Background: an optimization exercise with open tools, aiming at small area. Do not read the settings as production practice. At most, simulation tests tie the RTL to the original design; equivalence was not proved. Power figures rest on the tool's default switching activity, not on a simulated workload.

## slotmachine
module slotmachine(
	input        MAX10_CLK1_50,
	output [7:0] HEX0,
	output [7:0] HEX1,
	output [7:0] HEX2,
	input  [1:0] KEY,
	input  [0:0] SW
);
Size: about 270 cells after synthesis, ~62 flip-flops, ~28 I/O pins, about 2600 um2 of cells after synthesis.
clock: 10.0 ns
lec_check: 0
cap_margin: 20
core_margin: 2
core_utilization: 40
slew_margin: 20
run.sh (not shown) runs the stock make flow with config.mk's settings and CLKGATE_MAP_FILE= SYNTH_SCRIPT=/design/flow/synth_recipe.tcl, a recipe that flattens the netlist after the stock synthesis.
The starting point completed without violations.
Edit:
Settings changed: CORE_UTILIZATION 40 to 60, CTS_BUF_LIST set to sky130_fd_sc_hd__clkbuf_2 sky130_fd_sc_hd__clkbuf_4, CTS_CLUSTER_DIAMETER set to 100, CTS_CLUSTER_SIZE set to 20.
The new run produced a clean layout; clock skew is about the same; power is lower by about 10%; combinational power is higher by about 1%.
No functional check of the RTL was part of any run of this note.

========
## v46
slotmachine, a different RTL version from the one above (not shown whole).
Size: about 62 flip-flops, about 28 I/O pins, ~2600 sq um of cells after synthesis.
make LEC_CHECK=0 CAP_MARGIN=20 CORE_MARGIN=2 CORE_UTILIZATION=60 CTS_BUF_LIST='sky130_fd_sc_hd__clkbuf_2 sky130_fd_sc_hd__clkbuf_4' CTS_CLUSTER_DIAMETER=100 CTS_CLUSTER_SIZE=20 SLEW_MARGIN=20 finish   # period 10.0 ns
### v46 -> v36
# v46
export LEC_CHECK = 0
export CAP_MARGIN = 20
export CORE_MARGIN = 2
export CORE_UTILIZATION = 60
export CTS_BUF_LIST = sky130_fd_sc_hd__clkbuf_2 sky130_fd_sc_hd__clkbuf_4
export CTS_CLUSTER_DIAMETER = 100
export CTS_CLUSTER_SIZE = 20
export SLEW_MARGIN = 20
create_clock -name core_clock -period 10.0 [get_ports {MAX10_CLK1_50}]
# v36
export LEC_CHECK = 0
export CAP_MARGIN = 20
export CORE_MARGIN = 2
export CORE_UTILIZATION = 60
export SLEW_MARGIN = 20
create_clock -name core_clock -period 10.0 [get_ports {MAX10_CLK1_50}]
==> flow/flow/run.sh (new file) <==
#!/bin/bash
# The standard layout (standard.sh) with three changes:
#  - synthesis uses flow/my_synth.tcl: the standard script with an
#    area-recovering ABC mapping (flow/area.abc) and no adder extraction;
#  - the port buffers are the smallest buffer cell;
#  - the clock tree uses small clock buffers and no dummy balancing loads.
set -euo pipefail
W=$PWD
export MY_ABC_SCRIPT=$W/flow/area.abc
export BUFFER_PORTS_ARGS="-buffer_cell sky130_fd_sc_hd__buf_1"
export CTS_ARGS="-sink_clustering_enable -repair_clock_nets -dont_use_dummy_load -sink_clustering_size 20 -sink_clustering_max_diameter 100 -buf_list {sky130_fd_sc_hd__clkbuf_2 sky130_fd_sc_hd__clkbuf_4}"
sed -e "s#SYNTH_SCRIPT=[^ ]*#SYNTH_SCRIPT=$W/flow/my_synth.tcl ADDER_MAP_FILE=#" standard.sh > my_standard.sh
bash my_standard.sh > standard.log 2>&1
==> flow/flow/area.abc (new file) <==
&get -n
&st
&dch -f
&nf -R 1000 -p
&put
==> flow/flow/my_synth.tcl (new file) <==
# synth_recipe.tcl with a different ABC script (area-recovering mapping);
# everything else, including the registers, is as in the standard synthesis.
proc synth {args} { yosys synth -nofsm -noshare {*}$args }
proc abc {args} {
  set i [lsearch $args -script]
  if {$i >= 0} { lset args [expr {$i+1}] $::env(MY_ABC_SCRIPT) }
  yosys abc {*}$args
}
source $::env(SCRIPTS_DIR)/synth.tcl
# left out here: clear keep_hierarchy, flatten, clean up, hide names made inside functions, write 1_2_yosys.v
==> flow/standard.sh (new file) <==
#!/bin/bash
# synth_recipe.tcl (not shown) runs the flow's synth.tcl, then flattens the netlist and writes it again
# the make line also repeats each setting of config.mk as NAME=value (left out here)
make -C /OpenROAD-flow-scripts/flow DESIGN_CONFIG=/design/flow/config.mk WORK_HOME=/design/flow/orfs CLKGATE_MAP_FILE= SYNTH_SCRIPT=/design/flow/synth_recipe.tcl "${@:-finish}"
removed: flow/run.sh
## What came out
v46 has a higher XOR/XNOR share of the synthesized area than v36. Relative to v46, half-perimeter wire length of the detailed placement result has decreased by about 14% in v36. Relative to v46, the floorplan die width of v36 is lower by 6.4%. v36 went all the way through the flow, and no timing, DRC or antenna check failed. Compared with v46, v36 shows a lower clock period minus final worst setup slack. [compare] base=v46 new=v36: number of rows in the core area decreased about 4.3%, synthesized cell count decreased about 7.5%, least setup slack across all paths after layout increased 0.42 ns.
### v36 -> v8
==> flow/flow/run.sh <==
#!/bin/bash
set -e
export BUFFER_PORTS_ARGS="-buffer_cell sky130_fd_sc_hd__buf_1"
export CTS_ARGS="-sink_clustering_enable -repair_clock_nets -dont_use_dummy_load -sink_clustering_size 32 -sink_clustering_max_diameter 100 -buf_list {sky130_fd_sc_hd__clkbuf_2 sky130_fd_sc_hd__clkbuf_4 sky130_fd_sc_hd__clkbuf_8}"
bash standard.sh > standard.log 2>&1
removed: flow/flow/area.abc
removed: flow/flow/my_synth.tcl
Results
Row initial standard-cell utilization of the core: v8 higher / v36 lower
v8 vs v36 on fraction of standard cell area in multi-input logic: v8 is the higher one.
v8 completed every stage of the flow, and the final layout passed the timing, DRC and antenna checks.
Relative to v36, total standard cell area after synthesis has increased by 15% in v8.
Relative to v36, highest achievable clock rate has gone up in v8.
v8 vs v36: via count up by a few percent
Compared with v36, in v8 register-to-register slack moved up; post-place setup slack moved down; global-route usage moved down; final critical-path share of the clock period moved down; time the worst path needs with I/O delays and setup moved down.
v8 reports its launch point of the critical path as r0[0] while v36 reports r1[0].
Compared with v36, v8 ends up with more cell area.

==> re-timing with driven ports <==
Ports are ideal in the flow. The routed layouts listed here were re-timed in OpenROAD. Step 1 (the two cells are an assumption about what drives the block):
set clk [get_ports {MAX10_CLK1_50}]
set_driving_cell -lib_cell sky130_fd_sc_hd__clkbuf_16 $clk
set_driving_cell -lib_cell sky130_fd_sc_hd__buf_2 [delete_from_list [all_inputs] $clk]
Step 2 times the ports against the registers' clock, not the clock port: input delays grow and output delays shrink by t, the midpoint of the rising clock arrivals with the driver on. Slacks: no drivers / after step 1 / after step 2; pairs: no drivers / after step 1.
| run | t, ns | setup slack, ns | worst setup path after step 2 | worst slew at a driven data input, ns | pins driven straight from the clock port |
|---|---|---|---|---|---|
| the first run of note 1 | 0.365 | 6.240 / 6.212 / 6.577 | register to output | 0.03 | 1 |
| the second run of note 1 | 0.422 | 6.154 / 6.129 / 6.551 | register to output | 0.03 | 1 |
| v46 | 0.403 | 6.156 / 6.131 / 6.534 | register to output | 0.03 | 1 |
| v36 | 0.401 | 6.571 / 6.547 / 6.948 | register to output | 0.03 | 1 |
| v8 | 0.348 | 6.614 / 6.586 / 6.934 | register to output | 0.03 | 1 |
After both steps setup and hold are still met in every run listed.
